From an optimization exercise on the open Yosys and OpenROAD flow, aimed at small area and a short achievable clock period; shortcuts taken in it are not production practice.
Where RTL was checked, it was by simulation tests only, not by an equivalence proof against the original.
Power is estimated from default activity; no workload was simulated.

run B:
Design axis_hdr_insert_top, start of the top module:
module axis_hdr_insert_top (
	input          clk,
	input          rst_n,
	input          valid_in,
	input  [127:0] data_in,
	input  [15:0]  keep_in,
	input          last_in,
	output         ready_in,
	output         valid_out,
	output [127:0] data_out,
	output [15:0]  keep_out,
	output         last_out,
	input          ready_out,
	input          valid_insert,
	input  [127:0] data_insert,
	input  [15:0]  keep_insert,
	input  [3:0]   byte_insert_cnt,
	output         ready_insert
);
export LEC_CHECK = 0
export CAP_MARGIN = 20
export CORE_MARGIN = 2
export CORE_UTILIZATION = 40
export CTS_BUF_LIST = sky130_fd_sc_hd__clkbuf_8
export SETUP_SLACK_MARGIN = 4.5
export SLEW_MARGIN = 20
create_clock -name core_clock -period 7.0 [get_ports {clk}]
standard.sh (not shown) runs the stock make flow with config.mk's settings and CLKGATE_MAP_FILE= SYNTH_SCRIPT=/design/flow/synth_recipe.tcl, a recipe that flattens the netlist after the stock synthesis.
==> flow/flow/run.sh <==
#!/bin/bash
# Standard ORFS layout (the standard.sh), except that the port buffers that
# global placement inserts on every input and output use a plain buffer cell.
set -euo pipefail
bash standard.sh "BUFFER_PORTS_ARGS=-buffer_cell sky130_fd_sc_hd__buf_2" finish > standard.log 2>&1
[inputs] run C vs run B
--- a/flow/design.v
+++ b/flow/design.v
@@ -65,24 +65,25 @@
 	input 	[DATA_BYTE_WD-1 : 0] 	keep_insert,
 	input	[BYTE_CNT_WD-1 : 0]		byte_insert_cnt,
 	output 							ready_insert
 );
 localparam NB = DATA_BYTE_WD;           
 localparam SW = $clog2(NB + 1);         
 reg				r_busy;          
 reg				r_in_active1;
 reg				r_in_active2;
 reg				r_valid_out;
 reg				r_last_out;
 reg	[2:0]		r_cnt;           
+reg	[NB-2:0]	r_ohdr;          
 reg				r_rot8;          
 reg	[NB-1:0]	r_thdr;          
 reg	[DATA_WD-1:0]		r_data;
 reg	[DATA_WD-1:0]		r_data1;
 reg	[NB-1:0]	r_keep;
 reg	[NB-1:0]	r_keep1;
 reg	[DATA_WD-1:0]		r_data_out;
 reg	[NB-1:0]	r_keep_out;
 wire w_insert_active = valid_insert & ~r_busy;
 wire w_load         = r_busy ? valid_in : valid_insert;
 wire w_in_active    = valid_in & r_busy;
 wire w_hold         = ~w_load;
@@ -239,44 +240,45 @@
 		if (w_flag)
 			r_valid_out <= 1'b1;
 		else if (r_last_out)
 			r_valid_out <= 1'b0;
 		r_last_out <= r_valid_out & (r_cnt == 3'd4);
 	end
 end
 always @(posedge clk) begin
 	if (w_flag)
 		r_cnt <= 3'd0;
 	else
 		r_cnt <= r_cnt + 3'd1;
-	r_thdr <= ({NB{w_insert_active}} & w_srt) | ({NB{r_busy}} & r_thdr) |
-	          ({NB{~valid_insert}} & r_thdr);
-	r_rot8 <= (w_insert_active & w_srt[7] & ~w_srt[15]) | (r_busy & r_rot8) |
-	          (~valid_insert & r_rot8);
+	if (w_insert_active) begin
+		r_thdr <= w_srt;
+		r_ohdr <= w_srt[NB-2:0] & ~w_srt[NB-1:1];
+		r_rot8 <= w_srt[7] & ~w_srt[15];
+	end
 	r_data <= ({DATA_WD{w_insert_active}} & data_insert) |
 	          ({DATA_WD{w_in_active}} & data_in) |
 	          ({DATA_WD{w_hold}} & r_data);
 	r_keep <= ({NB{w_insert_active}} & keep_insert) |
 	          ({NB{w_in_active}} & keep_in) |
 	          ({NB{w_hold}} & r_keep);
 	r_data1 <= r_data;
 	r_keep1 <= r_keep;
 end
 wire [NB:1] w_t = r_thdr;        
 wire [3:0]  w_rot;               
 assign w_rot[3] = r_rot8;
-assign w_rot[2] = (w_t[4] & ~w_t[8]) | (w_t[12] & ~w_t[16]);
-assign w_rot[1] = (w_t[2] & ~w_t[4]) | (w_t[6] & ~w_t[8]) | (w_t[10] & ~w_t[12]) | (w_t[14] & ~w_t[16]);
-assign w_rot[0] = (w_t[1] & ~w_t[2]) | (w_t[3] & ~w_t[4]) | (w_t[5] & ~w_t[6]) | (w_t[7] & ~w_t[8]) |
-                  (w_t[9] & ~w_t[10]) | (w_t[11] & ~w_t[12]) | (w_t[13] & ~w_t[14]) | (w_t[15] & ~w_t[16]);
+wire [15:1] w_oh = r_ohdr;       
+assign w_rot[2] = w_oh[4] | w_oh[5] | w_oh[6] | w_oh[7] | w_oh[12] | w_oh[13] | w_oh[14] | w_oh[15];
+assign w_rot[1] = w_oh[2] | w_oh[3] | w_oh[6] | w_oh[7] | w_oh[10] | w_oh[11] | w_oh[14] | w_oh[15];
+assign w_rot[0] = w_oh[1] | w_oh[3] | w_oh[5] | w_oh[7] | w_oh[9] | w_oh[11] | w_oh[13] | w_oh[15];
 reg [DATA_WD-1:0] w_mix, w_r8, w_r4, w_r2, w_shift;
 reg [NB-1:0]      w_kmix, w_k8, w_k4, w_k2, w_kshift;
 integer j;
 always @* begin
 	for (j = 0; j < NB; j = j + 1) begin
 		w_mix[8*j +: 8] = w_t[j+1] ? r_data1[8*j +: 8] : r_data[8*j +: 8];
 		w_kmix[j]       = w_t[j+1] & r_keep1[j];
 	end
 	for (j = 0; j < NB; j = j + 1) begin
 		w_r8[8*j +: 8] = w_rot[3] ? w_mix[8*((j+8)%NB) +: 8] : w_mix[8*j +: 8];
 		w_k8[j]        = w_rot[3] ? w_kmix[(j+8)%NB] : w_kmix[j];
 	end
--- outcome ---
Compared with run B, run C shows switching component of the power that has gone down by more than 10%.
The maximum clock frequency of run C is lower than that of run B.
Summary of run C over run B: post-route fraction of the period consumed by the critical path rose by 1.3 points, routed wire length on met3 now larger.
Of run C and run B, it is run C that has the higher depth of the most critical reg-to-reg path.
Diff run B and run C: count of inserted antenna diode cells lower in run B
Between run B and run C, number of ordinary and repair buffers in the finished layout is lower for run B, run C comes in above that.
The most common library cell in the layout ignoring fill and taps comes out sky130_fd_sc_hd__buf_2 in one run and sky130_fd_sc_hd__mux2i_1 in the other, namely in run C and run B respectively.
Relative to run B, clock latency on the worst-skew pair has increased by 0.03 ns in run C.
Against run B, sum of internal, switching and leakage power in run C fell by more than 10%.
Run C against run B; synthesized area per cell is down by a few percent.
Global-route met2 utilization ended up 0.91 points higher on run C than on run B.
Run C ended with more width of the die than run B.
Going from run B to run C, the pre-CTS setup slack was found to have gone up by 0.42 ns.
No functional check of the RTL was part of run C.

== before ==
axis_hdr_insert_top again, from the RTL that the note above started with.
export LEC_CHECK = 0
export CAP_MARGIN = 20
export CORE_MARGIN = 2
export CORE_UTILIZATION = 40
export CTS_BUF_LIST = sky130_fd_sc_hd__clkbuf_8
export SETUP_SLACK_MARGIN = 4.3
export SLEW_MARGIN = 20
create_clock -name core_clock -period 7.0 [get_ports {clk}]
Scripts as last shown in full above: flow/flow/run.sh
Relative to before, the following input files were edited for after:
--- a/flow/design.v
+++ b/flow/design.v
@@ -241,24 +241,24 @@
 		else if (r_last_out)
 			r_valid_out <= 1'b0;
 		r_last_out <= r_valid_out & (r_cnt == 3'd4);
 	end
 end
 always @(posedge clk) begin
 	if (w_flag)
 		r_cnt <= 3'd0;
 	else
 		r_cnt <= r_cnt + 3'd1;
-	r_thdr <= ({NB{w_insert_active}} & w_srt) | ({NB{r_busy}} & r_thdr) |
-	          ({NB{~valid_insert}} & r_thdr);
-	r_rot8 <= (w_insert_active & w_srt[7] & ~w_srt[15]) | (r_busy & r_rot8) |
-	          (~valid_insert & r_rot8);
+	if (w_insert_active) begin
+		r_thdr <= w_srt;
+		r_rot8 <= w_srt[7] & ~w_srt[15];
+	end
 	r_data <= ({DATA_WD{w_insert_active}} & data_insert) |
 	          ({DATA_WD{w_in_active}} & data_in) |
 	          ({DATA_WD{w_hold}} & r_data);
 	r_keep <= ({NB{w_insert_active}} & keep_insert) |
 	          ({NB{w_in_active}} & keep_in) |
 	          ({NB{w_hold}} & r_keep);
 	r_data1 <= r_data;
 	r_keep1 <= r_keep;
 end
 wire [NB:1] w_t = r_thdr;        
Results
Going from before to after, setup slack went up 0.050 ns; layout overhead on the synthesized area went up 1.3 points; largest net degree at the start of global routing went down about 50%. after against before: sum of internal, switching and leakage power decreased by about 19% relative to the old numbers; sequential power decreased by about 3% relative to the old numbers. Compared with before, after ends up with a larger final cell area. Between before and after, the difference in clock latency on the worst-skew pair is negligible. Looking at final worst hold slack, after sits 0.0041 ns higher than before does. Comparing share of final layout cell area taken by clock buffers and inverters for before and after, the bigger number came from before. Number of global-route vias before repair | after below before. Of before and after, after shows the higher number of inserted diodes, with before below it. Of before and after, the lower number of non-clock buffers in the layout belongs to before. before has a higher gate count of the mapped netlist than after.
For after, only the layout was checked, not whether the RTL still works.

re-timing with driven ports:
No port has a modelled driver above. Below, the same layouts with a new extraction and two added sets of constraints.
Step 1 assumes that a clkbuf_16 drives the clock port and a buf_2 every other input.
Step 2 times the ports against the registers' clock, not the clock port: input delays grow and output delays shrink by t, the midpoint of the rising clock arrivals with the driver on.
Slacks: no drivers / after step 1 / after step 2; pairs: no drivers / after step 1.
| run | shift t [ns] | setup slack, ns | hold slack, ns |
|---|---|---|---|
| run B | 0.705 | 4.356 / 4.301 / 3.845 | 0.346 / 0.346 / 0.346 |
| run C | 0.728 | 4.267 / 4.252 / 3.555 | 0.350 / 0.350 / 0.350 |
| before | 0.718 | 4.279 / 4.253 / 3.715 | 0.347 / 0.347 / 0.347 |
| after | 0.703 | 4.329 / 4.282 / 3.820 | 0.351 / 0.351 / 0.351 |
After both steps setup and hold are still met in every run listed. The setup slack of run C, which loses most, moves by -0.015 ns with the drivers and by -0.712 ns with both steps.
